From an optimization exercise on the open Yosys and OpenROAD flow, aimed at small area, a short achievable clock period and few clock cycles per item; shortcuts taken in it are not production practice. Where RTL was checked, it was by simulation tests only, not by an equivalence proof against the original. No functional check of the RTL was part of run 5.

`flow/constraint.sdc`:
```
create_clock -name core_clock -period 5.5 [get_ports {i_clk}]
set_input_delay 1.1000 -clock core_clock [delete_from_list [all_inputs] [get_ports {i_clk}]]
set_output_delay 1.1000 -clock core_clock [all_outputs]
set_load 0.01 [all_outputs]
```
`flow/config.mk`:
```
export PLATFORM = sky130hd
export DESIGN_NAME = cc_block
export DESIGN_NICKNAME = cc_block
export VERILOG_FILES = /design/flow/design.v
export SDC_FILE = /design/flow/constraint.sdc
export NUM_CORES = 8
export LEC_CHECK = 0
export ABC_AREA = 1
export CAP_MARGIN = 20
export CORE_MARGIN = 2
export CORE_UTILIZATION = 48
export SETUP_SLACK_MARGIN = 0.5
export SLEW_MARGIN = 20
```
`flow/standard.sh`:
```
#!/bin/bash
# synth_recipe.tcl (not shown) runs the flow's synth.tcl, then flattens the netlist and writes it again
# the make line also repeats each setting of config.mk as NAME=value (left out here)
make -C /OpenROAD-flow-scripts/flow DESIGN_CONFIG=/design/flow/config.mk WORK_HOME=/design/flow/orfs CLKGATE_MAP_FILE= SYNTH_SCRIPT=/design/flow/synth_recipe.tcl "${@:-finish}"
```
`flow/design.v`:
```
module cc_block (
	input					i_clk, i_rstn,
	input					i_start,
	input			[255:0]	i_key,
	input			[95:0]	i_non,
	input			[31:0]	i_cnt,
	output	wire	[511:0]	o_stream,
	output	wire			o_done
);
	localparam [127:0] SIGMA = {32'h6b206574, 32'h79622d32, 32'h3320646e, 32'h61707865};
	wire	[511:0]	w_init = {i_non, i_cnt, i_key, SIGMA};
	reg		[511:0]	r_x;		 
	reg				r_busy;
	reg		[5:0]	r_step;
	reg				r_done;
	wire			w_h = r_step[0];	 
	function automatic integer perm;
		input integer r, j;
		case (r)
			0: perm = (4 - j) % 4;
			1: perm = (5 - j) % 4;
			2: perm = (6 - j) % 4;
			default: perm = (7 - j) % 4;
		endcase
	endfunction
	function automatic [31:0] add_ks;
		input [31:0] x, y;
		reg [31:0] p, g, gg, pp, gn, pn;
		integer i, k;
		begin
			p = x ^ y; g = x & y; gg = g; pp = p;
			for (k = 1; k < 32; k = k * 2) begin
				gn = gg; pn = pp;
				for (i = k; i < 32; i = i + 1) begin
					gn[i] = gg[i] | (pp[i] & gg[i-k]);
					pn[i] = pp[i] & pp[i-k];
				end
				gg = gn; pp = pn;
			end
			add_ks = p ^ {gg[30:0], 1'b0};
		end
	endfunction
	wire	[511:0]	w_nx;
	genvar gj, gr;
	generate
		for (gj = 0; gj < 4; gj = gj + 1) begin : g_col
			wire [31:0] a = r_x[32*gj +: 32];
			wire [31:0] b = r_x[32*(4+gj) +: 32];
			wire [31:0] c = r_x[32*(8+gj) +: 32];
			wire [31:0] d = r_x[32*(12+gj) +: 32];
			wire [31:0] a1 = add_ks(a, b);
			wire [31:0] t  = d ^ a1;
			wire [31:0] t16 = {t[15:0], t[31:16]};
			wire [31:0] t8  = {t[23:0], t[31:24]};
			wire [31:0] d1 = w_h ? t8 : t16;
			wire [31:0] c1 = add_ks(c, d1);
			wire [31:0] u  = b ^ c1;
			wire [31:0] u12 = {u[19:0], u[31:20]};
			wire [31:0] u7  = {u[24:0], u[31:25]};
		end
		for (gr = 0; gr < 4; gr = gr + 1) begin : g_row
			for (gj = 0; gj < 4; gj = gj + 1) begin : g_pos
				localparam integer K = (gr == 0) ? (4 - gj) % 4 : (gr == 1) ? (5 - gj) % 4 :
									   (gr == 2) ? (6 - gj) % 4 : (7 - gj) % 4;
				wire [31:0] s0, s1;
				if (gr == 0) begin : g_a
					assign s0 = g_col[gj].a1; assign s1 = g_col[K].a1;
				end else if (gr == 1) begin : g_b
					assign s0 = g_col[gj].u12; assign s1 = g_col[K].u7;
				end else if (gr == 2) begin : g_c
					assign s0 = g_col[gj].c1; assign s1 = g_col[K].c1;
				end else begin : g_d
					assign s0 = g_col[gj].t16; assign s1 = g_col[K].t8;
				end
				assign w_nx[32*(4*gr+gj) +: 32] = w_h ? s1 : s0;
			end
		end
	endgenerate
	always @(posedge i_clk) begin
		if (i_start)
			r_x <= w_init;
		else
			r_x <= w_nx;
	end
	always @(posedge i_clk, negedge i_rstn) begin
		if (!i_rstn) begin
			r_busy	<= 1'b0;
			r_step	<= 6'd0;
			r_done	<= 1'b0;
		end
		else begin
			r_done	<= r_busy && (r_step == 6'd39);
			if (i_start) begin
				r_busy	<= 1'b1;
				r_step	<= 6'd0;
			end
			else if (r_busy) begin
				r_busy	<= (r_step != 6'd39);
				r_step	<= r_step + 6'd1;
			end
		end
	end
	function automatic [31:0] add_bk;
		input [31:0] x, y;
		reg [31:0] p, g, gg, pp;
		integer i, k;
		begin
			p = x ^ y; g = x & y; gg = g; pp = p;
			for (k = 1; k < 32; k = k * 2)
				for (i = 2*k - 1; i < 32; i = i + 2*k) begin
					gg[i] = gg[i] | (pp[i] & gg[i-k]);
					pp[i] = pp[i] & pp[i-k];
				end
			for (k = 8; k >= 1; k = k / 2)
				for (i = 3*k - 1; i < 32; i = i + 2*k) begin
					gg[i] = gg[i] | (pp[i] & gg[i-k]);
					pp[i] = pp[i] & pp[i-k];
				end
			add_bk = p ^ {gg[30:0], 1'b0};
		end
	endfunction
	genvar gw;
	generate
		for (gw = 0; gw < 16; gw = gw + 1) begin : g_out
			assign o_stream[32*gw +: 32] = add_bk(r_x[32*gw +: 32], w_init[32*gw +: 32]);
		end
	endgenerate
	assign o_done = r_done;
endmodule
```
`flow/flow/run.sh`:
```
#!/bin/bash
# Layout flow: the standard flow (standard.sh) with the input and output
# port buffers made from the library's smallest buffer instead of the delay
# cell the placer picks by default. Every port still gets its own buffer.
set -uo pipefail
cd "$(dirname "${BASH_SOURCE[0]}")/.."
bash standard.sh 'BUFFER_PORTS_ARGS=-buffer_cell sky130_fd_sc_hd__buf_1' finish > flow_standard.log 2>&1
```
==> qor.txt, run 1 <==
post-synthesis async set-or-reset flop share: 1.54%
die area: 0.112 sq mm
Ys Warns: 1
XOR/XNOR Fraction of Synth Area: 8.60%
most common cell in the netlist: nand2_1
post-synthesis mux area share: 0%
simple-gate area share of the yosys netlist: 27.9%
GR Overflow Total: 0
Die X: 334 microns
largest area contributor in the netlist: dfxtp_1
mapped cell area: 0.0523 sq mm
Setup WS pre-CTS: -0.00476 ns
RSZ-0062 raised after global routing: yes
# nets final: 9816
# IOs: 900
largest family of logic cells by synthesized area: simple AND/OR/NAND/NOR gates
Post-synth EDFFs: 0
Via-to-Cell Ratio: 6.01
Worst EP arrival: 3.95 ns
r2r worst-path depth: 23
final setup TNS: 0 ns
Slew @ Worst Pin: 0.990 ns
Post-Synth Adder-Cell Area: 23.5%
Final ANT Viol Nets: 0
drt pass-1 iters: 8
Fillers: 10.5k
core area: 0.108 sq mm
Hold Crit Class: in -> async
share of layout cells above drive strength 1: 13.7%
clk slew on worst S/H paths: 0.06 ns
Final Cycle Share: 91.8%
Synth Flop Type: dfxtp_1
Final WS setup: 0.452 ns
drt first-iter violations: 7332
critical path capture point type: output port
Final Max Slew Viols: 0
clock sinks: 520
area delta synth->final: 23.4%
post-synth cell types: 63
synthesis-stage register bit count: 520
Critical Path Sink: o_stream[263]
CP startpoint kind: primary input
Hold Buf Count CTS: 0
R2R Path End: r_x[216]$_DFF_P_
Setup CP Type: in -> out
max-cap check violation count: 0
Post-Syn Instances: 7383
clock latency at the later pin of the worst-skew pair: 0.66 ns
Vias: 60.4k
first-pass GRT wire length: 382000 microns
Crit. Startpoint: i_key[128]
Final GP Congestion: 1.08
number of global-route vias before repair: 56.1k
largest net degree at the start of global routing: 163
dpl hpwl: 235000 microns
crit path max fanout: 2
CTS tree: done
Port Buf Inserts: 899
initial antenna violation count: 35
final wirelength: 277000 microns
Total Routing Usage GR: 47.3%
WP data required: 4.40 ns
fmax: 198 MHz
share of the synthesized area in the top cell type: 19.6%
endpoints failing setup: 0
Slew Limit Headroom: 33.8%
Net Count, Synth: 8632
R2R setup slack: 0.60 ns
Initial Util: 48.3%
CTS max path bufs: 3
CTS root buffer: clkbuf_16
run status: no timing/DRC/antenna violations
Synth Area in Compound Gates: 13.2%
Synth top cells by count: nand2_1, inv_1, nand3_1, ha_1, dfxtp_1
average wire per standard cell: 27.5 microns
Rows: 121
FF-to-FF Start: r_x[103]$_SDFF_PP0_
Mapped Avg Cell Area: 7.08 sq um
register area share after synthesis: 20.0%
ranking of synthesized cells by area: dfxtp_1, ha_1, nand2_1
CTS Buf Count: 67
Fin Clk Skew: 0.0285 ns
min Tclk post-route: 5.05 ns
# DRC: 0
# H-tree levels: 3
Die Ht: 334 microns
Fin. Hold Viols: 0
==> layout by cell type, fill, tap and decap left out, drive strengths merged, types with 5 or more instances in the layout <==
cell type and n:
a211oi 21, a21boi 21, a21o 56, a21oi 398, a221oi 12, a22o 5
a22oi 17, a31o 10, a31oi 135, buf 1267, bufinv 8, clkbuf 110
clkinv 8, dfrtp 8, dfxtp 512, diode 25, fa 200, ha 662
inv 779, nand2 1983, nand3 708, nand3b 46, nand4 64, nor2 459
nor3 77, nor4 15, o211ai 53, o21a 11, o21ai 221, o21bai 33
o221a 8, o221ai 57, o22ai 46, or2 79, xnor2 185, xor2 322
==> metrics by stage <==
| stage | instance area, sq um | utilization (%) | instances | hold WS [ns] |
|---|---|---|---|---|
| global placement | 58900 | 54.3 | 9793 | 0.515 |
| CTS | 61900 | 57.1 | 9950 | 0.374 |
| detailed placement | 58900 | 54.3 | 9793 | 0.530 |
| floorplan | 52300 | - | 7383 | 0.496 |
| finish | 64500 | 59.5 | 10056 | 0.388 |
| global route | 64500 | 59.5 | 10048 | 0.418 |
==> what timing repair did <==
item / CTS / global route
buffers inserted: 38 / 81
setup endpoints to repair: 168 / 308
resized for setup: 140 / 521
gates cloned: 0 / 0
pin swaps: 25 / 115
==> worst max-delay path: stages <==
cell and delay [ns]:
buf_8 0.10, ha_4 0.14, inv_2 0.05, fa_2 0.19, inv_2 0.04, nand3_2 0.07, nand2_4 0.09, nand3_2 0.07
nand2_2 0.06, buf_4 0.14, buf_4 0.13, buf_4 0.12, buf_4 0.12, buf_4 0.13, buf_4 0.12, buf_4 0.13
buf_4 0.12, buf_4 0.12, buf_4 0.12, fa_2 0.32, xor2_1 0.23, buf_4 0.21
==> cells by family (layout without fill, tap and decap cells) <==
kind of cell / Yosys count / count (layout)
AO/OA/AOI/OAI: 1111 / 1111
XOR/XNOR: 509 / 509
AND/OR/NAND/NOR: 3439 / 3439
buffers and inverters: 942 / 2176
other: 0 / 25
adder cells (fa/ha/maj): 862 / 862
flip-flops: 520 / 520
==> layer usage <==
layer	GRT usage [%]	share of wire, %
met4	30.8	8.1
met3	12.2	12
met1	57.6	37
met5	0	0.049
met2	73.8	43
==> worst min-delay path by stage <==
stage | startpoint | end | slack, ns | cells after the start
after global routing | i_rstn | r_done$_DFF_PN0_ | 0.42 | 1
final | i_rstn | r_done$_DFF_PN0_ | 0.39 | 1
after global placement | r_step[3]$_DFFE_PN0P_ | r_step[3]$_DFFE_PN0P_ | 0.52 | 1
after CTS | i_rstn | r_done$_DFF_PN0_ | 0.37 | 1
after detailed placement | r_step[3]$_DFFE_PN0P_ | r_step[3]$_DFFE_PN0P_ | 0.53 | 1
after floorplan | r_step[3]$_DFFE_PN0P_ | r_step[3]$_DFFE_PN0P_ | 0.50 | 1
==> area by class of cell <==
cell class	instances	area [sq um]	area share (%)
Antenna cell	25	62.6	0.0970
Clock buffer	100	2000	3.09
Clock inverter	19	313	0.485
Inverter	780	2940	4.56
Multi-Input combinational cell	5921	40400	62.7
Sequential cell	520	10600	16.4
Tap cell	1414	1770	2.74
Timing Repair Buffer	1277	6430	9.96
==> flip-flops by register name, summed over array words and instances (netlist names) <==
register	flops
r_busy	1
r_done	1
r_x	512
r_step	6
Testbench counts, summed over its fixed seeds: cycles 7,872, blocks 192.
==> inputs of run 2 (changes only) <==
--- a/flow/config.mk
+++ b/flow/config.mk
@@ -6,8 +6,7 @@
 export NUM_CORES = 8
 export LEC_CHECK = 0
 export ABC_AREA = 1
-export CAP_MARGIN = 20
+export CAP_MARGIN = 0
 export CORE_MARGIN = 2
 export CORE_UTILIZATION = 48
-export SETUP_SLACK_MARGIN = 0.5
-export SLEW_MARGIN = 20
+export SLEW_MARGIN = 0
==> qor.txt, run 2 <==
post-synthesis async set-or-reset flop share: 1.54%
post-synth cell types: 63
Setup CP Type: reg -> reg
area delta synth->final: 17.4%
CTS Buf Count: 67
Via-to-Cell Ratio: 6.02
number of global-route vias before repair: 55.6k
Synth top cells by count: nand2_1, inv_1, nand3_1, ha_1, dfxtp_1
endpoints failing setup: 0
clock sinks: 520
Setup WS pre-CTS: -0.00476 ns
most common cell in the netlist: nand2_1
largest stage delay on the critical path: 0.60 ns
Net Count, Synth: 8632
critical path capture point type: flip-flop
Worst EP arrival: 6.04 ns
Final WS setup: 0.0526 ns
biggest regs: r_x: 512 flops, r_step: 6 flops
clk slew on worst S/H paths: 0.06 ns
Mapped Avg Cell Area: 7.08 sq um
Port Buf Inserts: 899
Fillers: 10.9k
CTS tree: done
average wire per standard cell: 27.5 microns
fmax: 184 MHz
min Tclk post-route: 5.45 ns
# nets final: 9703
largest net degree at the start of global routing: 163
run status: no timing/DRC/antenna violations
Final ANT Viol Nets: 0
Final GP Congestion: 1.08
CP startpoint kind: flip-flop
initial antenna violation count: 34
max-cap check violation count: 0
Vias: 59.8k
Hold Crit Class: in -> async
Most Frequent Cell on Critical Path: nand2_1
core area: 0.108 sq mm
synthesis-stage register bit count: 520
Crit-path slowest cell: dfxtp_1
mapped cell area: 0.0523 sq mm
ranking of synthesized cells by area: dfxtp_1, ha_1, nand2_1
Synth Flop Type: dfxtp_1
CTS max path bufs: 3
commonest cells after routing, fill and taps aside: nand2_1, buf_1, inv_1
Hold Buf Count CTS: 0
GR Overflow Total: 0
die area: 0.112 sq mm
Final Cycle Share: 99.0%
Die X: 334 microns
Fin Clk Skew: 0.0231 ns
first-pass GRT wire length: 380000 microns
commonest non-fill, non-tap cell in the layout: nand2_1
drt first-iter violations: 7340
clock latency at the later pin of the worst-skew pair: 0.66 ns
Die Ht: 334 microns
Total Routing Usage GR: 47.1%
Slew @ Worst Pin: 0.995 ns
share of layout cells above drive strength 1: 6.46%
dpl hpwl: 235000 microns
max FFs per register: 512
Post-synth EDFFs: 0
share of the synthesized area in the top cell type: 19.6%
crit path max fanout: 5
Post-Syn Instances: 7383
Slew Limit Headroom: 33.5%
final setup TNS: 0 ns
final wirelength: 273000 microns
# DRC: 0
WP data required: 6.09 ns
register area share after synthesis: 20.0%
drt pass-1 iters: 7
Fin. Hold Viols: 0
Initial Util: 48.3%
Final Max Slew Viols: 0
# H-tree levels: 3
# IOs: 900
r2r worst-path depth: 24
largest area contributor in the netlist: dfxtp_1
crit-path cells: ha_1 -> nand2_1 -> inv_1 -> a21oi_1 -> nand2_2 -> nand2_1 -> nand2_2 -> a21oi_1 -> xor2_1 -> xor2_1 -> inv_1 -> nand2_1 -> nand2_1 -> ha_1 -> a21oi_1 -> nand2_1 -> a21oi_2 -> o21bai_1 -> nand2_1 -> nand2_1 -> xnor2_1 -> xor2_1 -> or2_2 -> nand3_1
Rows: 121
Largest Register: r_x
Ys Warns: 1
CTS root buffer: clkbuf_16
-- run 2: changes by cell type in the layout (fill, tap and decap cells not counted), moves of 37 or more --
cell     delta
buf_1      +37
buf_4     -114
dfxtp_1    +77
dfxtp_2    -70
ha_1       +65
ha_4       -40
nand2_1   +144
nand2_2   -136
nand3_1    +58
nand3_2    -53
-- run 2: cell type report --
cell class              instances  area (sq um)  share of cell area, %
well taps                    1414          1770                   2.88
flip-flops and latches        520         10500                   17.0
clock buffers                 100          2000                   3.25
clock inverters                19           313                  0.509
repair buffers               1164          5470                   8.90
diodes                         26          65.1                  0.106
inverters                     780          2940                   4.79
multi-input cells            5921         38400                   62.5
-- run 2: metal layers --
layer / vias up / share of wire, % / global-route usage, %
li1: 26963 / - / -
met1: 28265 / 38 / 58.0
met2: 3768 / 43 / 73.3
met3: 834 / 11 / 11.7
met4: 16 / 7.8 / 30.5
met5: - / 0.038 / 0
-- run 2: worst paths after layout --
kind | startpoint | to | slack (ns)
min in group core_clock | r_step[3]$_DFFE_PN0P_ | r_step[3]$_DFFE_PN0P_ | 0.56
worst max register to register | r_x[166]$_DFF_P_ | r_x[184]$_DFF_P_ | 0.05
worst min register to register | r_step[3]$_DFFE_PN0P_ | r_step[3]$_DFFE_PN0P_ | 0.56
max in group asynchronous | i_rstn | r_step[0]$_DFFE_PN0P_ | 4.74
worst min-delay path | i_rstn | r_done$_DFF_PN0_ | 0.39
worst max-delay path | r_x[166]$_DFF_P_ | r_x[184]$_DFF_P_ | 0.05
-- run 2: worst max-delay path, delay by kind of cell, from the launching register on --
family / cells / cell delay (ns)
adder cells (fa/ha/maj): 2 / 0.75
AO/OA/AOI/OAI: 5 / 0.90
flip-flops: 1 / 0.60
XOR/XNOR: 4 / 1.47
AND/OR/NAND/NOR: 11 / 1.53
buffers and inverters: 2 / 0.12
-- run 2: what timing repair did --
item | CTS | global route
resized for setup | 2 | 34
setup endpoints to repair | 2 | 52
setup buffers | 0 | 6
pin swaps | 0 | 1
-- run 2: logic make-up (layout without fill, tap and decap cells) --
kind of cell | count (synthesis) | in the layout | synth area share [%]
XOR/XNOR | 509 | 509 | 8.60
adder cells (fa/ha/maj) | 862 | 862 | 23.5
AND/OR/NAND/NOR | 3439 | 3439 | 27.9
buffers and inverters | 942 | 2063 | 6.87
other | 0 | 26 | 0
AO/OA/AOI/OAI | 1111 | 1111 | 13.2
flip-flops | 520 | 520 | 20.0
-- run 2: per-stage QoR --
| stage | utilization (%) | hold slack [ns] | cell area, sq um | instances |
|---|---|---|---|---|
| final | 56.7 | 0.387 | 61400 | 9944 |
| after detailed placement | 54.3 | 0.530 | 58900 | 9793 |
| after CTS | 56.4 | 0.374 | 61200 | 9912 |
| after global routing | 56.6 | 0.418 | 61400 | 9935 |
| after floorplan | - | 0.496 | 52300 | 7383 |
| after global placement | 54.3 | 0.515 | 58900 | 9793 |
==> inputs of run 3 (changes only) <==
--- a/flow/config.mk
+++ b/flow/config.mk
@@ -6,7 +6,9 @@
 export NUM_CORES = 8
 export LEC_CHECK = 0
 export ABC_AREA = 1
-export CAP_MARGIN = 0
+export CAP_MARGIN = 20
 export CORE_MARGIN = 2
 export CORE_UTILIZATION = 48
-export SLEW_MARGIN = 0
+export PLACE_DENSITY = 0.75
+export SETUP_SLACK_MARGIN = 0.6
+export SLEW_MARGIN = 20
==> qor.txt, run 3 <==
largest stage delay on the critical path: 0.38 ns
Synth Flop Type: dfxtp_1
Final WS setup: 0.479 ns
Largest Register: r_x
biggest regs: r_x: 512 flops, r_step: 6 flops
max-cap check violation count: 0
Post-Syn Instances: 7383
critical path capture point type: output port
Crit-path slowest cell: fa_2
largest net degree at the start of global routing: 144
Slew @ Worst Pin: 0.993 ns
mapped cell area: 0.0523 sq mm
Synth Area in Compound Gates: 13.2%
Fin Clk Skew: 0.0312 ns
Fillers: 10.1k
Initial Util: 48.3%
first-pass GRT wire length: 390000 microns
Vias: 62.1k
register area share after synthesis: 20.0%
Die X: 334 microns
Worst EP arrival: 3.92 ns
min Tclk post-route: 5.02 ns
Final Cycle Share: 91.3%
initial antenna violation count: 38
simple-gate area share of the yosys netlist: 27.9%
share of layout cells above drive strength 1: 17.1%
final wirelength: 285000 microns
average wire per standard cell: 28.2 microns
# IOs: 900
drt pass-1 iters: 9
Setup CP Type: in -> out
Slew Limit Headroom: 33.8%
post-synth cell types: 63
synthesis-stage register bit count: 520
Hold Crit Class: in -> async
Final ANT Viol Nets: 0
Final Max Slew Viols: 0
Synth top cells by count: nand2_1, inv_1, nand3_1, ha_1, dfxtp_1
area delta synth->final: 26.7%
Final GP Congestion: 1.07
commonest non-fill, non-tap cell in the layout: nand2_1
Rows: 121
Mapped Avg Cell Area: 7.08 sq um
Fin. Hold Viols: 0
ranking of synthesized cells by area: dfxtp_1, ha_1, nand2_1
run status: no timing/DRC/antenna violations
endpoints failing setup: 0
post-synthesis mux area share: 0%
Port Buf Inserts: 899
max FFs per register: 512
GR Overflow Total: 0
share of the synthesized area in the top cell type: 19.6%
dpl hpwl: 240000 microns
CTS root buffer: clkbuf_16
largest family of logic cells by synthesized area: simple AND/OR/NAND/NOR gates
# nets final: 9892
most common cell in the netlist: nand2_1
crit-path cells: buf_8 -> ha_4 -> inv_2 -> fa_2 -> inv_2 -> nand3_2 -> nand2_2 -> buf_4 -> buf_6 -> buf_6 -> buf_6 -> buf_4 -> buf_4 -> buf_4 -> buf_4 -> buf_6 -> buf_4 -> buf_4 -> buf_6 -> fa_2 -> xor2_1 -> buf_2
XOR/XNOR Fraction of Synth Area: 8.60%
CP startpoint kind: primary input
clk slew on worst S/H paths: 0.07 ns
core area: 0.108 sq mm
fin cells: 10.1k
hold_ws: 0.378 ns
clock latency at the later pin of the worst-skew pair: 0.66 ns
WP data required: 4.40 ns
Hold Buf Count CTS: 0
Net Count, Synth: 8632
final setup TNS: 0 ns
Most Frequent Cell on Critical Path: buf_4
die area: 0.112 sq mm
CTS Buf Count: 67
sequential cell area: 0.0106 sq mm
commonest cells after routing, fill and taps aside: nand2_1, buf_1, inv_1
Post-synth EDFFs: 0
number of global-route vias before repair: 56.9k
Post-Synth Adder-Cell Area: 23.5%
Die Ht: 334 microns
CTS max path bufs: 3
largest area contributor in the netlist: dfxtp_1
Total Routing Usage GR: 48.4%
crit path max fanout: 2
RSZ-0062 raised after global routing: yes
Setup WS pre-CTS: 0.0234 ns
fmax: 199 MHz
multi-input logic area: 0.0414 sq mm
drt first-iter violations: 7707
Core Util, Final: 61.1%
post-synthesis async set-or-reset flop share: 1.54%
# H-tree levels: 3
Via-to-Cell Ratio: 6.13
Ys Warns: 1
CTS tree: done
# DRC: 0
clock sinks: 520
placed cell count: 9819
[run 3: changes by cell type in the layout (fill, tap and decap cells not counted), sizes merged]
| cell | previous run | this run |
|---|---|---|
| buf | 1162 | 1329 |
| clkbuf | 102 | 115 |
| clkinv | 8 | 16 |
| diode | 26 | 20 |
| inv | 779 | 781 |
[run 3: per-stage QoR]
stage	cell area, sq um
global route	66200
CTS	62900
detailed placement	59100
global placement	59100
floorplan	52300
finish	66300
[run 3: cells by family (layout without fill, tap and decap cells)]
family	count (synthesis)	after routing
xor+xnor	509	509
compound gates	1111	1111
other cells	0	20
simple gates	3439	3439
fa+ha+maj	862	862
buf+inv	942	2253
flops	520	520
[run 3: worst paths after layout]
check                                         to             startpoint  slack, ns  cells after the start
min in group core_clock    r_step[3]$_DFFE_PN0P_  r_step[3]$_DFFE_PN0P_       0.56                      1
max                                o_stream[261]             i_key[128]       0.48                     22
min                             r_done$_DFF_PN0_                 i_rstn       0.38                      1
max reg2reg                     r_x[212]$_DFF_P_       r_x[192]$_DFF_P_       0.61                     26
max in group asynchronous  r_step[0]$_DFFE_PN0P_                 i_rstn       4.74                      1
min reg2reg                r_step[3]$_DFFE_PN0P_  r_step[3]$_DFFE_PN0P_       0.56                      1
[run 3: routing by layer]
layer	wire length (microns)	share of wire, %	vias up	global-route usage (%)
met5	223	0.078	-	0
met4	27100	9.5	38	35.4
met3	34800	12	1170	12.5
met2	119000	42	4489	73.2
met1	104000	36	29104	59.5
li1	-	-	27313	-
[run 3: repair_timing]
| action | 4_1_cts | 5_1_grt |
|---|---|---|
| gates cloned | 0 | 0 |
| endpoints found under the setup margin | 268 | 337 |
| gates resized for setup | 256 | 699 |
| pin swaps | 57 | 160 |
| buffers inserted | 79 | 90 |
[run 3: cell type report]
| cell class | count | share of cell area, % |
|---|---|---|
| antenna | 20 | 0.0755 |
| clock buffer | 91 | 2.87 |
| clock inverter | 29 | 0.612 |
| inverter | 780 | 4.44 |
| multi-input combinational | 5921 | 62.5 |
| sequential | 520 | 16.0 |
| tap | 1414 | 2.67 |
| timing repair buffer | 1353 | 10.9 |
[run 3: worst max-delay path, delay by kind of cell]
family | cells | cell delay [ns]
AND/OR/NAND/NOR | 2 | 0.13
buffers and inverters | 16 | 1.79
XOR/XNOR | 1 | 0.18
adder cells (fa/ha/maj) | 3 | 0.73
==> inputs of run 4 (changes only) <==
--- a/flow/config.mk
+++ b/flow/config.mk
@@ -9,6 +9,7 @@
 export CAP_MARGIN = 20
 export CORE_MARGIN = 2
 export CORE_UTILIZATION = 48
-export PLACE_DENSITY = 0.75
-export SETUP_SLACK_MARGIN = 0.6
+export CTS_CLUSTER_SIZE = 30
+export PLACE_DENSITY = 0.7
+export SETUP_SLACK_MARGIN = 0.5
 export SLEW_MARGIN = 20
==> qor.txt, run 4 <==
commonest non-fill, non-tap cell in the layout: nand2_1
largest stage delay on the critical path: 0.43 ns
Final Max Slew Viols: 0
Crit-path slowest cell: fa_2
Final GP Congestion: 1.10
number of global-route vias before repair: 56.0k
drt pass-1 iters: 9
final wirelength: 278000 microns
r2r worst-path depth: 24
Most Frequent Cell on Critical Path: nand2_2
clock sinks: 520
FF-to-FF Start: r_x[142]$_DFF_P_
R2R setup slack: 0.59 ns
number of cells on the critical path: 25
Initial Util: 48.3%
Slew @ Worst Pin: 0.849 ns
Ys Warns: 1
initial antenna violation count: 34
crit path max fanout: 2
min Tclk post-route: 5.02 ns
worst path bufs/invs: 6
fmax: 199 MHz
Final ANT Viol Nets: 0
die area: 0.112 sq mm
WP data required: 4.40 ns
max FFs per register: 512
commonest cells after routing, fill and taps aside: nand2_1, buf_1, inv_1
Vias: 60.7k
CTS root buffer: clkbuf_16
R2R Path End: r_x[181]$_DFF_P_
largest area contributor in the netlist: dfxtp_1
biggest regs: r_x: 512 flops, r_step: 6 flops
CP startpoint kind: primary input
largest net degree at the start of global routing: 146
area delta synth->final: 22.7%
CTS max path bufs: 3
run status: no timing/DRC/antenna violations
dpl hpwl: 236000 microns
Mapped Avg Cell Area: 7.08 sq um
share of the synthesized area in the top cell type: 19.6%
fin cells: 10.0k
post-synth cell types: 63
Synth top cells by count: nand2_1, inv_1, nand3_1, ha_1, dfxtp_1
RSZ-0062 raised after global routing: yes
Hold Buf Count CTS: 0
Post-Syn Instances: 7383
sequential cell area: 0.0106 sq mm
average wire per standard cell: 27.7 microns
Die X: 334 microns
# IOs: 900
endpoints failing setup: 0
Hold Crit Class: in -> async
register area share after synthesis: 20.0%
Synth Flop Type: dfxtp_1
Total Routing Usage GR: 47.4%
most common cell in the netlist: nand2_1
Net Count, Synth: 8632
Worst EP arrival: 3.92 ns
clk slew on worst S/H paths: 0.06 ns
drt first-iter violations: 7576
clock latency at the later pin of the worst-skew pair: 0.66 ns
ranking of synthesized cells by area: dfxtp_1, ha_1, nand2_1
critical path capture point type: output port
Post-synth EDFFs: 0
Via-to-Cell Ratio: 6.06
mapped cell area: 0.0523 sq mm
placed cell count: 9772
multi-input logic area: 0.0403 sq mm
Rows: 121
CTS tree: done
Fin. Hold Viols: 0
# H-tree levels: 3
final setup TNS: 0 ns
share of layout cells above drive strength 1: 13.4%
Slew Limit Headroom: 43.4%
Die Ht: 334 microns
Setup CP Type: in -> out
synthesis-stage register bit count: 520
Final Cycle Share: 91.2%
# nets final: 9782
post-synthesis async set-or-reset flop share: 1.54%
cell family with most CP delay: simple AND/OR/NAND/NOR gates
# DRC: 0
core area: 0.108 sq mm
first-pass GRT wire length: 382000 microns
max-cap check violation count: 0
CTS Buf Count: 66
Largest Register: r_x
hold_ws: 0.365 ns
Fillers: 10.5k
Fin Clk Skew: 0.0259 ns
GR Overflow Total: 0
Port Buf Inserts: 899
## run 4: cell counts after synthesis
No cell type changed its count.
## run 4: layout make-up
cell class | count | share of cell area [%]
antenna | 26 | 0.101
clock buffer | 90 | 2.94
clock inverter | 27 | 0.523
inverter | 780 | 4.59
multi-input combinational | 5921 | 62.8
sequential | 520 | 16.5
tap | 1414 | 2.76
timing repair buffer | 1244 | 9.78
## run 4: metrics by stage
step | area (sq um) | utilization (%) | setup WS (ns)
finish | 64200 | 59.2 | 0.483
global route | 64100 | 59.2 | 0.388
CTS | 61700 | 56.9 | 0.434
detailed placement | 58800 | 54.2 | 0.0873
global placement | 58800 | 54.2 | 0.0718
floorplan | 52300 | - | 0.904
## run 4: metal layers
| layer | track usage [%] | share of wire (%) | wire [microns] |
|---|---|---|---|
| met1 | 58.2 | 37 | 103000 |
| met2 | 72.7 | 43 | 118000 |
| met3 | 12.1 | 12 | 32500 |
| met4 | 33.3 | 8.7 | 24200 |
| met5 | 0 | 0.044 | 121 |
## run 4: how the worst max path moves through the flow
stage / from / end / slack [ns]
floorplan: i_non[64] / o_stream[511] / 0.90
global placement: i_key[128] / o_stream[286] / 0.07
detailed placement: i_key[128] / o_stream[286] / 0.09
CTS: i_key[192] / o_stream[350] / 0.43
global route: r_x[160]$_DFF_P_ / o_stream[186] / 0.39
finish: i_key[192] / o_stream[350] / 0.48
## run 4: repair_timing
item                                    4_1_cts  5_1_grt
endpoints found under the setup margin      168      306
buffers inserted                             33       74
gates resized for setup                     164      491
pin swaps                                    35      102
## run 4: cells by family after synthesis
group	after synthesis	synth area share [%]
AO/OA/AOI/OAI	1111	13.2
XOR/XNOR	509	8.60
adder cells (fa/ha/maj)	862	23.5
buffers and inverters	942	6.87
flip-flops	520	20.0
AND/OR/NAND/NOR	3439	27.9
==> inputs of run 5 (changes only) <==
--- a/flow/design.v
+++ b/flow/design.v
@@ -35,6 +35,7 @@
 					gn[i] = gg[i] | (pp[i] & gg[i-k]);
 					pn[i] = pp[i] & pp[i-k];
 				end
+				if (k == 1) gn[1] = g[1] | (p[1] & x[0] & y[0]);
 				gg = gn; pp = pn;
 			end
 			add_ks = p ^ {gg[30:0], 1'b0};
--- a/flow/config.mk
+++ b/flow/config.mk
@@ -9,7 +9,6 @@
 export CAP_MARGIN = 20
 export CORE_MARGIN = 2
 export CORE_UTILIZATION = 48
-export CTS_CLUSTER_SIZE = 30
 export PLACE_DENSITY = 0.7
 export SETUP_SLACK_MARGIN = 0.5
 export SLEW_MARGIN = 20
==> qor.txt, run 5 <==
run status: no timing/DRC/antenna violations
final wirelength: 330000 microns
share of layout cells above drive strength 1: 30.5%
Port Buf Inserts: 899
core area: 0.107 sq mm
CTS Buf Count: 69
Initial Util: 48.3%
# IOs: 900
die area: 0.110 sq mm
post-synth cell types: 66
min Tclk post-route: 5.34 ns
CP startpoint kind: flip-flop
number of global-route vias before repair: 63.2k
crit path max fanout: 2
first-pass GRT wire length: 442000 microns
most common cell in the netlist: nand2_1
endpoints failing setup: 0
CTS tree: done
Hold Crit Class: in -> async
R2R Path End: r_x[134]$_DFF_P_
clock latency at the later pin of the worst-skew pair: 0.68 ns
Largest Register: r_x
Via-to-Cell Ratio: 6.18
critical path capture point type: output port
area delta synth->final: 47.4%
Synth top cells by count: nand2_1, inv_1, ha_1, nand3_1, dfxtp_1
commonest cells after routing, fill and taps aside: nand2_1, buf_4, buf_1
register area share after synthesis: 20.2%
# H-tree levels: 3
# DRC: 0
Final GP Congestion: 1.15
final setup TNS: 0 ns
largest area contributor in the netlist: dfxtp_1
Synth Flop Type: dfxtp_1
Crit. Startpoint: r_x[128]$_DFF_P_
Final Max Slew Viols: 0
drt pass-1 iters: 9
Slew Limit Headroom: 14.8%
FF-to-FF Start: r_x[168]$_DFF_P_
clk slew on worst S/H paths: 0.06 ns
Core Util, Final: 71.2%
R2R setup slack: 0.37 ns
Mapped Avg Cell Area: 7.25 sq um
Fin. Hold Viols: 0
ranking of synthesized cells by area: dfxtp_1, ha_1, nand2_1
Worst EP arrival: 4.24 ns
Net Count, Synth: 8368
Post-Syn Instances: 7127
Ys Warns: 1
design area: 0.0762 sq mm
share of the synthesized area in the top cell type: 19.8%
drt first-iter violations: 9716
max-cap check violation count: 0
largest net degree at the start of global routing: 123
dpl hpwl: 268000 microns
WP data required: 4.40 ns
Vias: 67.5k
fmax: 187 MHz
Rows: 120
Post-synth EDFFs: 0
GR Overflow Total: 0
Fin Clk Skew: 0.0316 ns
Critical Path Sink: o_stream[150]
post-synthesis async set-or-reset flop share: 1.54%
Fillers: 8402
Die X: 332 microns
Total Routing Usage GR: 56.1%
max FFs per register: 512
# nets final: 10.7k
Slew @ Worst Pin: 1.27 ns
average wire per standard cell: 30.2 microns
clock sinks: 520
Final Cycle Share: 97.0%
RSZ-0062 raised after global routing: yes
dpl cell area: 0.0659 sq mm
CTS root buffer: clkbuf_16
biggest regs: r_x: 512 flops, r_step: 6 flops
Setup CP Type: reg -> out
hold_ws: 0.360 ns
CTS max path bufs: 3
Die Ht: 332 microns
initial antenna violation count: 39
commonest non-fill, non-tap cell in the layout: nand2_1
synthesis-stage register bit count: 520
r2r worst-path depth: 27
mapped cell area: 0.0517 sq mm
Final ANT Viol Nets: 0
run 5: changes by cell type after synthesis, moves of 18 or more:
cell	previous run	this run
nand2_1	1971	1806
inv_1	775	683
a31oi_1	135	153
xor2_1	320	384
o21ai_0	172	225
o221ai_1	57	30
nand3_1	700	565
a31o_2	10	33
nand2_2	12	102
nand4_1	64	28
nor3_1	77	44
o21bai_1	31	54
a221oi_1	12	32
o21ai_1	32	9
run 5: per-layer routing:
metal	GRT usage (%)	routed length, microns	vias up
met5	0.868	440	-
met4	51.0	39400	24
met3	20.6	48600	1752
met2	80.0	130000	5542
met1	65.1	112000	31589
li1	-	-	28566
run 5: area by class of cell:
cell class	instances	area [sq um]	share of cell area (%)
clock buffer	94	2010	2.65
tap	1403	1760	2.30
inverter	688	2610	3.42
sequential	520	10600	13.9
clock inverter	34	379	0.498
antenna	27	67.6	0.0887
multi-input combinational	5752	43300	56.9
timing repair buffer	2397	15400	20.3
run 5: worst min-delay path by stage:
stage | start | end | slack [ns] | cells past startpoint
3_5_place_dp | r_step[3]$_DFFE_PN0P_ | r_step[3]$_DFFE_PN0P_ | 0.53 | 1
3_3_place_gp | r_step[3]$_DFFE_PN0P_ | r_step[3]$_DFFE_PN0P_ | 0.51 | 1
2_1_floorplan | r_step[3]$_DFFE_PN0P_ | r_step[3]$_DFFE_PN0P_ | 0.50 | 1
5_1_grt | i_rstn | r_done$_DFF_PN0_ | 0.40 | 1
4_1_cts | i_rstn | r_step[2]$_DFFE_PN0P_ | 0.36 | 1
6_report | i_rstn | r_step[4]$_DFFE_PN0P_ | 0.36 | 1
run 5: cells by family (layout without fill, tap and decap cells):
logic type      after synthesis  after routing  synth area share [%]
buf+inv                     855           3213                  6.28
xor+xnor                    575            575                  9.81
fa+ha+maj                   854            854                  23.5
simple gates               3147           3147                  26.1
compound gates             1176           1176                  14.1
flops                       520            520                  20.2
other cells                   0             27                     0
run 5: timing repair:
item / CTS / global route
hold buffers: 0 / 0
gates resized for setup: 602 / 721
endpoints found under the setup margin: 254 / 315
pin swaps: 179 / 312
setup buffers: 159 / 100
run 5: worst max-delay path, cell delays in order, from the launching register on:
cell and delay [ns]:
dfxtp_2 0.34, buf_12 0.10, buf_8 0.12, ha_4 0.13, inv_2 0.03, fa_2 0.37, inv_2 0.08, nand3_2 0.09
nand2_4 0.12, nand4_1 0.11, nand2_2 0.15, nand2_1 0.09, nand2_2 0.07, nand3_2 0.06, nand2_2 0.10, nand3_2 0.09
nand2_4 0.10, a21oi_4 0.07, buf_4 0.16, o21ai_0 0.46, fa_1 0.55, buf_1 0.16
run 5: through the flow:
| stage | worst slack (ns) | std cells |
|---|---|---|
| 6_report | 0.164 | 10915 |
| 5_1_grt | 0.0603 | 10899 |
| 4_1_cts | 0.355 | 10788 |
| 3_5_place_dp | -0.257 | 10501 |
| 3_3_place_gp | -0.209 | 10501 |
| 2_1_floorplan | 0.681 | 7127 |
==> inputs of run 6 (changes only) <==
--- a/flow/design.v
+++ b/flow/design.v
@@ -35,7 +35,6 @@
 					gn[i] = gg[i] | (pp[i] & gg[i-k]);
 					pn[i] = pp[i] & pp[i-k];
 				end
-				if (k == 1) gn[1] = g[1] | (p[1] & x[0] & y[0]);
 				gg = gn; pp = pn;
 			end
 			add_ks = p ^ {gg[30:0], 1'b0};
--- a/flow/config.mk
+++ b/flow/config.mk
@@ -9,6 +9,7 @@
 export CAP_MARGIN = 20
 export CORE_MARGIN = 2
 export CORE_UTILIZATION = 48
+export GPL_TIMING_DRIVEN = 0
 export PLACE_DENSITY = 0.7
 export SETUP_SLACK_MARGIN = 0.5
 export SLEW_MARGIN = 20
==> qor.txt, run 6 <==
# IOs: 900
mapped cell area: 0.0523 sq mm
worst path bufs/invs: 13
Post-Syn Instances: 7383
number of global-route vias before repair: 58.7k
Fillers: 10.0k
largest stage delay on the critical path: 0.41 ns
Ys Warns: 1
Mapped Avg Cell Area: 7.08 sq um
fmax: 195 MHz
Synth Flop Type: dfxtp_1
Synth top cells by count: nand2_1, inv_1, nand3_1, ha_1, dfxtp_1
Hold Crit Class: in -> async
share of the synthesized area in the top cell type: 19.6%
commonest cells after routing, fill and taps aside: nand2_1, buf_1, inv_1
clock latency at the later pin of the worst-skew pair: 0.67 ns
most common cell in the netlist: nand2_1
Largest Register: r_x
drt first-iter violations: 9284
Total Routing Usage GR: 55.2%
core area: 0.108 sq mm
hold_ws: 0.362 ns
share of layout cells above drive strength 1: 15.6%
GR Overflow Total: 0
dpl hpwl: 272000 microns
CTS tree: done
final wirelength: 325000 microns
commonest non-fill, non-tap cell in the layout: nand2_1
drt pass-1 iters: 11
# H-tree levels: 3
# DRC: 0
largest net degree at the start of global routing: 12
post-synth cell types: 63
max-cap check violation count: 0
R2R setup slack: 0.42 ns
Die Ht: 334 microns
min Tclk post-route: 5.14 ns
FF-to-FF Start: r_x[167]$_DFF_P_
ranking of synthesized cells by area: dfxtp_1, ha_1, nand2_1
CTS Buf Count: 68
r2r worst-path depth: 22
Crit-path slowest cell: fa_1
Net Count, Synth: 8632
biggest regs: r_x: 512 flops, r_step: 6 flops
WP data required: 4.40 ns
post-synthesis async set-or-reset flop share: 1.54%
Final Cycle Share: 93.4%
Final Max Slew Viols: 0
Worst EP arrival: 4.04 ns
final setup TNS: 0 ns
crit-path cells: clkbuf_4 -> ha_4 -> a21oi_2 -> nand2_2 -> buf_4 -> buf_4 -> buf_4 -> buf_4 -> buf_4 -> buf_4 -> buf_4 -> buf_4 -> buf_4 -> buf_4 -> buf_4 -> fa_1 -> xor2_2 -> buf_1
cell family with most CP delay: buffers and inverters
Die X: 334 microns
synthesis-stage register bit count: 520
Fin. Hold Viols: 0
R2R Path End: r_x[145]$_DFF_P_
CTS max path bufs: 3
Setup CP Type: in -> out
Fin Clk Skew: 0.0323 ns
CP startpoint kind: primary input
endpoints failing setup: 0
max FFs per register: 512
Most Frequent Cell on Critical Path: buf_4
initial antenna violation count: 62
Final GP Congestion: 1.15
Post-synth EDFFs: 0
clock sinks: 520
die area: 0.112 sq mm
register area share after synthesis: 20.0%
first-pass GRT wire length: 431000 microns
area delta synth->final: 25.7%
largest area contributor in the netlist: dfxtp_1
run status: no timing/DRC/antenna violations
Final ANT Viol Nets: 0
Critical Path Sink: o_stream[261]
clk slew on worst S/H paths: 0.06 ns
crit path max fanout: 3
average wire per standard cell: 32.3 microns
Rows: 121
Via-to-Cell Ratio: 6.42
Hold Buf Count CTS: 0
Slew Limit Headroom: 5.89%
number of cells on the critical path: 18
Port Buf Inserts: 899
Crit. Startpoint: i_key[131]
Vias: 64.5k
RSZ-0062 raised after global routing: yes
Initial Util: 48.3%
CTS root buffer: clkbuf_16
# nets final: 9795
Slew @ Worst Pin: 1.41 ns
critical path capture point type: output port
-- run 6: what timing repair did --
action                     4_1_cts  5_1_grt
setup endpoints to repair      334      315
pin swaps                       70      167
resized for setup              436      648
buffers inserted                86      105
-- run 6: logic make-up after synthesis --
logic type | synth area share, %
adder cells (fa/ha/maj) | 23.5
AND/OR/NAND/NOR | 27.9
XOR/XNOR | 8.60
AO/OA/AOI/OAI | 13.2
buffers and inverters | 6.87
flip-flops | 20.0
-- run 6: metrics by stage --
step	std cells	utilization (%)	setup slack, ns	area, sq um
6_report	10052	60.7	0.361	65800
5_1_grt	10024	60.6	0.301	65700
4_1_cts	9905	57.5	0.459	62300
3_5_place_dp	9699	53.1	-0.635	57600
3_3_place_gp	9696	53.0	-1.03	57500
2_1_floorplan	7383	-	0.904	52300
-- run 6: worst min path at each step --
stage                     depth (start not counted)               endpoint  slack (ns)
after detailed placement                          1  r_step[3]$_DFFE_PN0P_        0.54
final                                             1       r_done$_DFF_PN0_        0.36
after floorplan                                   1  r_step[3]$_DFFE_PN0P_        0.50
after global routing                              1       r_done$_DFF_PN0_        0.40
after global placement                            1  r_step[3]$_DFFE_PN0P_        0.52
after CTS                                         1  r_step[1]$_DFFE_PN0P_        0.36
-- run 6: worst register-to-register path: stages, from the launching register on --
cell	delay, ns
dfxtp_1	0.41
ha_2	0.44
nand2_1	0.08
nor2_2	0.16
nand2_1	0.14
inv_1	0.07
nand2_1	0.07
nand2_2	0.14
nand3_1	0.16
a21o_1	0.24
nand2_1	0.36
nand2_1	0.19
nand3_2	0.24
nand2_1	0.19
ha_1	0.40
a21o_1	0.24
a31oi_2	0.20
o21ai_4	0.11
buf_4	0.14
buf_4	0.13
xor2_2	0.18
xnor2_1	0.42
o221ai_1	0.16
-- run 6: layout make-up --
type | instances | area (sq um) | area share (%)
sequential | 520 | 10600 | 16.2
tap | 1414 | 1770 | 2.69
clock buffer | 96 | 1990 | 3.03
multi-input combinational | 5921 | 42200 | 64.2
timing repair buffer | 1093 | 5150 | 7.83
inverter | 780 | 2940 | 4.46
antenna | 42 | 105 | 0.160
clock inverter | 24 | 211 | 0.322
buffer | 162 | 753 | 1.15
-- run 6: layer usage --
layer / up-vias / part of all wire (%) / wire length [microns] / GRT usage [%]
li1: 27128 / - / - / -
met1: 30412 / 35 / 113000 / 65.3
met2: 5325 / 39 / 128000 / 78.6
met3: 1615 / 15 / 48600 / 22.0
met4: 44 / 11 / 34700 / 45.1
met5: - / 0.17 / 537 / 0
Testbench counts of run 6, summed over its fixed seeds: cycles 7,872, blocks 192.
==> inputs of run 7 (changes only) <==
--- a/flow/config.mk
+++ b/flow/config.mk
@@ -9,7 +9,6 @@
 export CAP_MARGIN = 20
 export CORE_MARGIN = 2
 export CORE_UTILIZATION = 48
-export GPL_TIMING_DRIVEN = 0
 export PLACE_DENSITY = 0.7
 export SETUP_SLACK_MARGIN = 0.5
 export SLEW_MARGIN = 20
==> qor.txt, run 7 <==
run status: no timing/DRC/antenna violations
clk slew on worst S/H paths: 0.06 ns
placed cell count: 9772
Slew Limit Headroom: 43.4%
largest area contributor in the netlist: dfxtp_1
Largest Register: r_x
Port Buf Inserts: 899
R2R setup slack: 0.59 ns
# H-tree levels: 3
FF-to-FF Start: r_x[142]$_DFF_P_
Synth top cells by count: nand2_1, inv_1, nand3_1, ha_1, dfxtp_1
number of global-route vias before repair: 56.0k
ranking of synthesized cells by area: dfxtp_1, ha_1, nand2_1
CTS max path bufs: 3
Final ANT Viol Nets: 0
initial antenna violation count: 34
Slew @ Worst Pin: 0.849 ns
Fin Clk Skew: 0.0259 ns
Via-to-Cell Ratio: 6.06
drt first-iter violations: 7576
area delta synth->final: 22.7%
Die Ht: 334 microns
first-pass GRT wire length: 382000 microns
min Tclk post-route: 5.02 ns
Ys Warns: 1
fmax: 199 MHz
r2r worst-path depth: 24
# DRC: 0
final setup TNS: 0 ns
R2R Path End: r_x[181]$_DFF_P_
die area: 0.112 sq mm
CTS root buffer: clkbuf_16
Hold Crit Class: in -> async
Final Max Slew Viols: 0
Final GP Congestion: 1.10
Hold Buf Count CTS: 0
Setup CP Type: in -> out
post-synthesis async set-or-reset flop share: 1.54%
largest net degree at the start of global routing: 146
Synth Flop Type: dfxtp_1
share of layout cells above drive strength 1: 13.4%
Initial Util: 48.3%
drt pass-1 iters: 9
Die X: 334 microns
GR Overflow Total: 0
endpoints failing setup: 0
Worst EP arrival: 3.92 ns
Post-Syn Instances: 7383
Fin. Hold Viols: 0
max-cap check violation count: 0
share of the synthesized area in the top cell type: 19.6%
critical path capture point type: output port
Total Routing Usage GR: 47.4%
Setup WS pre-CTS: 0.0873 ns
RSZ-0062 raised after global routing: yes
crit path max fanout: 2
average wire per standard cell: 27.7 microns
CTS Buf Count: 66
commonest cells after routing, fill and taps aside: nand2_1, buf_1, inv_1
CTS tree: done
most common cell in the netlist: nand2_1
Final WS setup: 0.483 ns
WP data required: 4.40 ns
commonest non-fill, non-tap cell in the layout: nand2_1
clock latency at the later pin of the worst-skew pair: 0.66 ns
# nets final: 9782
dpl hpwl: 236000 microns
biggest regs: r_x: 512 flops, r_step: 6 flops
fin cells: 10.0k
max FFs per register: 512
Final Cycle Share: 91.2%
Post-synth EDFFs: 0
Net Count, Synth: 8632
synthesis-stage register bit count: 520
Mapped Avg Cell Area: 7.08 sq um
Rows: 121
clock sinks: 520
mapped cell area: 0.0523 sq mm
# IOs: 900
post-synth cell types: 63
register area share after synthesis: 20.0%
core area: 0.108 sq mm
final wirelength: 278000 microns
CP startpoint kind: primary input
Vias: 60.7k
-- run 7: metrics by stage --
stage	hold WS, ns	area, sq um	utilization [%]
floorplan	0.496	52300	-
global placement	0.519	58800	54.2
detailed placement	0.532	58800	54.2
CTS	0.357	61700	56.9
global route	0.394	64100	59.2
finish	0.365	64200	59.2
-- run 7: worst max path at each step --
stage,from,end,slack [ns],depth (start not counted)
final,i_key[192],o_stream[350],0.48,25
after global routing,r_x[160]$_DFF_P_,o_stream[186],0.39,22
after CTS,i_key[192],o_stream[350],0.43,25
after detailed placement,i_key[128],o_stream[286],0.09,23
after global placement,i_key[128],o_stream[286],0.07,23
after floorplan,i_non[64],o_stream[511],0.90,23
-- run 7: routing by layer --
metal / vias up / global-route usage (%) / wire length (microns)
met4: 16 / 33.3 / 24200
met5: - / 0 / 121
met1: 28702 / 58.2 / 103000
li1: 27103 / - / -
met3: 951 / 12.1 / 32500
met2: 3969 / 72.7 / 118000
-- run 7: area by class of cell --
class | instances | area (sq um)
diodes | 26 | 65.1
well taps | 1414 | 1770
clock inverters | 27 | 335
clock buffers | 90 | 1880
flip-flops and latches | 520 | 10600
repair buffers | 1244 | 6270
inverters | 780 | 2940
fillers | 10515 | 44200
multi-input cells | 5921 | 40300
-- run 7: critical path, stage by stage --
cell	delay [ns]
buf_1	0.08
buf_6	0.15
ha_4	0.15
inv_4	0.04
fa_2	0.33
inv_2	0.07
nand3_2	0.06
nand2_2	0.09
buf_12	0.13
nand3_4	0.06
nand2_2	0.08
nand3_2	0.07
nand2_2	0.08
nand4_1	0.10
nand2_2	0.12
nand2_2	0.07
nand3_4	0.09
nand2_2	0.07
nand2_4	0.11
nand2_4	0.06
nand2_4	0.08
nand3_2	0.08
nand2_2	0.07
fa_2	0.43
buf_6	0.13
-- run 7: repair_timing --
| item | in CTS | in global routing |
|---|---|---|
| hold endpoints to repair | 0 | 0 |
| pin swaps | 35 | 102 |
| setup buffers | 33 | 74 |
| resized for setup | 164 | 491 |
| endpoints found under the setup margin | 168 | 306 |
-- run 7: cell families (layout without fill, tap and decap cells) --
kind of cell	after synthesis	count (layout)	synth area share, %
AND/OR/NAND/NOR	3439	3439	27.9
other	0	26	0
AO/OA/AOI/OAI	1111	1111	13.2
buffers and inverters	942	2141	6.87
adder cells (fa/ha/maj)	862	862	23.5
flip-flops	520	520	20.0
XOR/XNOR	509	509	8.60
==> inputs of run 8 (changes only) <==
--- a/flow/config.mk
+++ b/flow/config.mk
@@ -9,6 +9,7 @@
 export CAP_MARGIN = 20
 export CORE_MARGIN = 2
 export CORE_UTILIZATION = 48
+export CTS_BUF_LIST = sky130_fd_sc_hd__clkbuf_8
 export PLACE_DENSITY = 0.7
 export SETUP_SLACK_MARGIN = 0.5
 export SLEW_MARGIN = 20
==> qor.txt, run 8 <==
Core Util, Final: 59.3%
Fin Clk Skew: 0.0496 ns
# DRC: 0
CTS Buf Count: 98
# IOs: 900
dpl cell area: 0.0588 sq mm
largest family of logic cells by synthesized area: simple AND/OR/NAND/NOR gates
ranking of synthesized cells by area: dfxtp_1, ha_1, nand2_1
register area share after synthesis: 20.0%
final setup TNS: 0 ns
fmax: 199 MHz
largest net degree at the start of global routing: 146
share of layout cells above drive strength 1: 14.2%
commonest non-fill, non-tap cell in the layout: nand2_1
Die X: 334 microns
WP data required: 4.40 ns
Post-Synth Adder-Cell Area: 23.5%
max FFs per register: 512
Synth top cells by count: nand2_1, inv_1, nand3_1, ha_1, dfxtp_1
share of the synthesized area in the top cell type: 19.6%
Post-synth EDFFs: 0
area delta synth->final: 22.9%
Mapped Avg Cell Area: 7.08 sq um
R2R Path End: r_x[192]$_DFF_P_
min Tclk post-route: 5.01 ns
biggest regs: r_x: 512 flops, r_step: 6 flops
CTS tree: done
CTS root buffer: clkbuf_8
Setup CP Type: in -> out
CP startpoint kind: primary input
number of global-route vias before repair: 56.2k
R2R setup slack: 0.60 ns
Net Count, Synth: 8632
Slew @ Worst Pin: 0.873 ns
Via-to-Cell Ratio: 6.02
dpl hpwl: 236000 microns
uppermost layer routed: met5
metal2 WL: 118000 microns
post-synthesis async set-or-reset flop share: 1.54%
Crit-path slowest cell: o21ai_0
Die Ht: 334 microns
initial antenna violation count: 40
r2r worst-path depth: 27
clock latency at the later pin of the worst-skew pair: 0.78 ns
clk slew on worst S/H paths: 0.06 ns
Port Buf Inserts: 899
first-pass GRT wire length: 382000 microns
Final ANT Viol Nets: 0
Post-Syn Instances: 7383
Final Cycle Share: 91.1%
RSZ-0062 raised after global routing: yes
final wirelength: 278000 microns
largest stage delay on the critical path: 0.65 ns
Largest Register: r_x
post-synthesis mux area share: 0%
drt pass-1 iters: 9
Most Frequent Cell on Critical Path: nand2_2
Ys Warns: 1
core area: 0.108 sq mm
mapped cell area: 0.0523 sq mm
# H-tree levels: 3
max-cap check violation count: 0
Final Max Slew Viols: 0
XOR/XNOR Fraction of Synth Area: 8.60%
commonest cells after routing, fill and taps aside: nand2_1, buf_1, inv_1
run status: no timing/DRC/antenna violations
cell family with most CP delay: compound AO/OA/AOI/OAI gates
crit path max fanout: 4
Crit. Startpoint: i_key[83]
Final GP Congestion: 1.10
number of cells on the critical path: 13
met3 WL: 32800 microns
largest area contributor in the netlist: dfxtp_1
endpoints failing setup: 0
simple-gate area share of the yosys netlist: 27.9%
placed cell count: 9772
Hold Crit Class: in -> async
die area: 0.112 sq mm
fin cells: 10.1k
Synth Flop Type: dfxtp_1
Vias: 60.7k
Slew Limit Headroom: 41.8%
design area: 0.0643 sq mm
average wire per standard cell: 27.6 microns
Worst EP arrival: 3.91 ns
# nets final: 9816
worst path bufs/invs: 3
CTS max path bufs: 3
met1 WL: 103000 microns
drt first-iter violations: 7491
critical path capture point type: output port
Synth Area in Compound Gates: 13.2%
Initial Util: 48.3%
clock sinks: 520
synthesis-stage register bit count: 520
crit-path cells: buf_1 -> ha_1 -> nand2_1 -> o21ai_0 -> inv_1 -> o221a_2 -> nand2_2 -> nand2_2 -> nand2_4 -> nand2_2 -> nand2_2 -> fa_1 -> buf_2
post-synth cell types: 63
Critical Path Sink: o_stream[222]
Total Routing Usage GR: 47.4%
most common cell in the netlist: nand2_1
FF-to-FF Start: r_x[114]$_SDFF_PP0_
GR Overflow Total: 0
Rows: 121
Hold Buf Count CTS: 0
Fin. Hold Viols: 0
run 8: cell types whose count changed in the layout (fill, tap and decap cells not counted), sizes merged:
cell and change:
clkbuf +42, clkinv +4, inv +14, diode +2, clkinvlp +4, bufinv +1, buf -3
run 8: logic make-up after synthesis:
logic type | count (synthesis)
buf+inv | 942
compound gates | 1111
xor+xnor | 509
fa+ha+maj | 862
simple gates | 3439
flops | 520
run 8: routing by layer:
layer | GRT usage (%) | vias up
met5 | 0 | -
met4 | 33.9 | 26
met3 | 12.5 | 939
met2 | 72.6 | 3934
met1 | 57.7 | 28638
li1 | - | 27160
run 8: what timing repair did:
item,CTS,global route
pin swaps,36,104
setup buffers,37,72
setup endpoints to repair,175,296
gates resized for setup,174,518
run 8: area by class of cell:
cell class	count	area, sq um
inverter	780	2940
antenna	28	70.1
tap	1414	1770
fill	10537	44100
sequential	520	10600
multi-input combinational	5921	40500
timing repair buffer	1246	6290
clock buffer	127	1750
clock inverter	50	415
run 8: stage by stage:
| stage | hold slack (ns) | worst slack, ns |
|---|---|---|
| floorplan | 0.496 | 0.904 |
| global placement | 0.519 | 0.0718 |
| detailed placement | 0.532 | 0.0873 |
| CTS | 0.243 | 0.458 |
| global route | 0.307 | 0.321 |
| finish | 0.270 | 0.487 |
run 8: how the worst min path moves through the flow:
stage                     cells after the start               endpoint                  start
after floorplan                               1  r_step[3]$_DFFE_PN0P_  r_step[3]$_DFFE_PN0P_
after global placement                        1  r_step[3]$_DFFE_PN0P_  r_step[3]$_DFFE_PN0P_
after detailed placement                      1  r_step[3]$_DFFE_PN0P_  r_step[3]$_DFFE_PN0P_
after CTS                                     1       r_done$_DFF_PN0_                 i_rstn
after global routing                          1       r_done$_DFF_PN0_                 i_rstn
final                                         1       r_done$_DFF_PN0_                 i_rstn
run 8: worst register-to-register path, delay by kind of cell, from the launching register on:
family | cells | cell delay [ns]
simple gates | 14 | 1.82
compound gates | 7 | 1.30
fa+ha+maj | 2 | 0.76
flops | 1 | 0.49
xor+xnor | 1 | 0.24
buf+inv | 3 | 0.15
==> inputs of run 9 (changes only) <==
==> flow/run.sh (new file) <==
#!/bin/bash
# synth_recipe.tcl (not shown) runs the flow's synth.tcl, then flattens the netlist and writes it again
# the make line also repeats each setting of config.mk as NAME=value (left out here)
make -C /OpenROAD-flow-scripts/flow DESIGN_CONFIG=/design/flow/config.mk WORK_HOME=/design/flow/orfs CLKGATE_MAP_FILE= SYNTH_SCRIPT=/design/flow/synth_recipe.tcl finish
--- a/flow/config.mk
+++ b/flow/config.mk
@@ -9,7 +9,6 @@
 export CAP_MARGIN = 20
 export CORE_MARGIN = 2
 export CORE_UTILIZATION = 48
-export CTS_BUF_LIST = sky130_fd_sc_hd__clkbuf_8
 export PLACE_DENSITY = 0.7
 export SETUP_SLACK_MARGIN = 0.5
 export SLEW_MARGIN = 20
removed: flow/flow/run.sh
removed: flow/standard.sh
==> qor.txt, run 9 <==
run status: no timing/DRC/antenna violations
max FFs per register: 512
Fin. Hold Viols: 0
Largest Register: r_x
Final GP Congestion: 1.11
core area: 0.108 sq mm
Final Max Slew Viols: 0
post-synthesis async set-or-reset flop share: 1.54%
post-synth cell types: 63
Post-Syn Instances: 7383
Die X: 334 microns
max-cap check violation count: 0
commonest non-fill, non-tap cell in the layout: nand2_1
initial antenna violation count: 35
Hold Buf Count CTS: 0
area delta synth->final: 37.3%
crit path max fanout: 3
clk slew on worst S/H paths: 0.07 ns
Crit. Startpoint: i_key[197]
share of the synthesized area in the top cell type: 19.6%
CP startpoint kind: primary input
drt pass-1 iters: 8
Final Cycle Share: 93.5%
most common cell in the netlist: nand2_1
critical path capture point type: output port
Net Count, Synth: 8632
# H-tree levels: 3
Initial Util: 48.3%
Fillers: 9321
dpl cell area: 0.0655 sq mm
Ys Warns: 1
CTS root buffer: clkbuf_16
Critical Path Sink: o_stream[329]
Mapped Avg Cell Area: 7.08 sq um
RSZ-0062 raised after global routing: yes
number of global-route vias before repair: 58.4k
Synth top cells by count: nand2_1, inv_1, nand3_1, ha_1, dfxtp_1
largest net degree at the start of global routing: 145
synthesis-stage register bit count: 520
R2R setup slack: 0.54 ns
# IOs: 900
min Tclk post-route: 5.14 ns
ranking of synthesized cells by area: dfxtp_1, ha_1, nand2_1
Port Buf Inserts: 899
design area: 0.0718 sq mm
# nets final: 9949
Final WS setup: 0.359 ns
# DRC: 0
hold_ws: 0.554 ns
clock latency at the later pin of the worst-skew pair: 0.66 ns
FF-to-FF Start: r_x[164]$_DFF_P_
Slew @ Worst Pin: 1.03 ns
drt first-iter violations: 7860
Final ANT Viol Nets: 0
R2R Path End: r_x[180]$_DFF_P_
WP data required: 4.40 ns
mapped cell area: 0.0523 sq mm
Slew Limit Headroom: 31.1%
largest area contributor in the netlist: dfxtp_1
CTS tree: done
die area: 0.112 sq mm
Fin Clk Skew: 0.0330 ns
Worst EP arrival: 4.04 ns
Rows: 121
clock sinks: 520
biggest regs: r_x: 512 flops, r_step: 6 flops
Setup CP Type: in -> out
run 9: cell counts after synthesis:
Identical to the previous run, type by type.
run 9: timing repair:
item | in CTS | in global routing
resized for setup | 757 | 664
setup endpoints to repair | 398 | 440
buffers inserted | 67 | 52
endpoints found under the hold margin | 0 | 0
pin swaps | 122 | 115
cloned | 0 | 0
run 9: routing by layer:
metal  vias to the layer above  part of all wire (%)  global-route usage [%]
met3                      1262                    12                    12.8
met4                        20                    10                    38.1
met2                      4445                    42                    73.4
li1                      27428                     -                       -
met1                     29447                    36                    57.9
met5                         -                 0.046                       0
run 9: kinds of logic after synthesis:
| family | after synthesis | share of synthesized area (%) |
|---|---|---|
| AOI/OAI and AO/OA | 1111 | 13.2 |
| xor gates and xnor gates | 509 | 8.60 |
| and+or+nand+nor | 3439 | 27.9 |
| adders and majority gates | 862 | 23.5 |
| buffers and inverters | 942 | 6.87 |
| DFF | 520 | 20.0 |
run 9: through the flow:
step                instances  utilization, %  TNS (ns)
floorplan                7383               -         0
global placement         9926            60.5    -22.64
detailed placement       9926            60.5    -31.68
CTS                     10111            63.6         0
global route            10174            66.2         0
finish                  10184            66.2         0
run 9: cell type report:
| class | count | area [sq um] | share of cell area (%) |
|---|---|---|---|
| inverters | 780 | 2940 | 4.09 |
| diodes | 21 | 52.6 | 0.0732 |
| flip-flops and latches | 520 | 10600 | 14.7 |
| clock inverters | 28 | 345 | 0.481 |
| clock buffers | 90 | 1860 | 2.60 |
| repair buffers | 1410 | 12600 | 17.6 |
| multi-input cells | 5921 | 41600 | 58.0 |
| well taps | 1414 | 1770 | 2.46 |
run 9: worst min-delay path by stage:
stage | end | slack [ns] | start | cells past startpoint
3_3_place_gp | r_step[3]$_DFFE_PN0P_ | 0.52 | r_step[3]$_DFFE_PN0P_ | 1
5_1_grt | r_step[3]$_DFFE_PN0P_ | 0.59 | r_step[3]$_DFFE_PN0P_ | 1
6_report | r_step[3]$_DFFE_PN0P_ | 0.55 | r_step[3]$_DFFE_PN0P_ | 1
3_5_place_dp | r_step[3]$_DFFE_PN0P_ | 0.54 | r_step[3]$_DFFE_PN0P_ | 1
2_1_floorplan | r_step[3]$_DFFE_PN0P_ | 0.50 | r_step[3]$_DFFE_PN0P_ | 1
4_1_cts | r_step[3]$_DFFE_PN0P_ | 0.55 | r_step[3]$_DFFE_PN0P_ | 1
run 9: worst max-delay path, cell delays in order:
cell	delay, ns
clkdlybuf4s50_1	0.64
ha_4	0.28
a21oi_2	0.18
nand2_4	0.08
nand3_2	0.07
nand2_2	0.06
buf_4	0.13
buf_4	0.12
buf_4	0.13
fa_1	0.37
xor2_1	0.28
clkdlybuf4s50_1	0.61

afterwards: timing with drivers on the ports:
In the flow no input, the clock included, has a driving cell. The finished layouts below were timed again as built, in two steps.
Step 1 sets driving cells, clkbuf_16 on the clock port and buf_2 on the other inputs (assumed; they add their load-dependent delay and slew).
Step 2 adds t to the input delays and takes it off the output delays; t is the mean of the earliest and latest rising clock arrival at the registers after step 1. Input paths then give back, and output paths get back, about the clock's delay inside the block.
a / b / c = ideal ports / drivers / drivers and shift; a / b = the first two.
| run | t (ns) | setup WS [ns] | hold slack, ns | worst setup path at the end | clock arrival spread, ns |
|---|---|---|---|---|---|
| run 1 | 0.714 | 0.452 / 0.404 / 0.412 | 0.388 / 0.342 / 0.564 | input to output | 0.029 / 0.029 |
| run 2 | 0.722 | 0.053 / 0.053 / 0.053 | 0.387 / 0.338 / 0.561 | register to register | 0.023 / 0.023 |
| run 3 | 0.734 | 0.479 / 0.411 / 0.437 | 0.378 / 0.324 / 0.560 | input to output | 0.032 / 0.032 |
| run 4 | 0.734 | 0.483 / 0.374 / 0.374 | 0.365 / 0.303 / 0.551 | input to output | 0.026 / 0.026 |
| run 5 | 0.756 | 0.164 / 0.076 / 0.120 | 0.360 / 0.296 / 0.547 | input to output | 0.032 / 0.032 |
| run 6 | 0.736 | 0.361 / 0.271 / 0.271 | 0.362 / 0.302 / 0.553 | input to output | 0.033 / 0.032 |
| run 7 | 0.734 | 0.483 / 0.374 / 0.374 | 0.365 / 0.303 / 0.551 | input to output | 0.026 / 0.026 |
| run 8 | 0.832 | 0.487 / 0.412 / 0.440 | 0.270 / 0.216 / 0.560 | input to output | 0.049 / 0.049 |
| run 9 | 0.734 | 0.359 / 0.287 / 0.316 | 0.554 / 0.554 / 0.554 | input to output | 0.035 / 0.035 |
After both steps setup and hold are still met in every run listed.
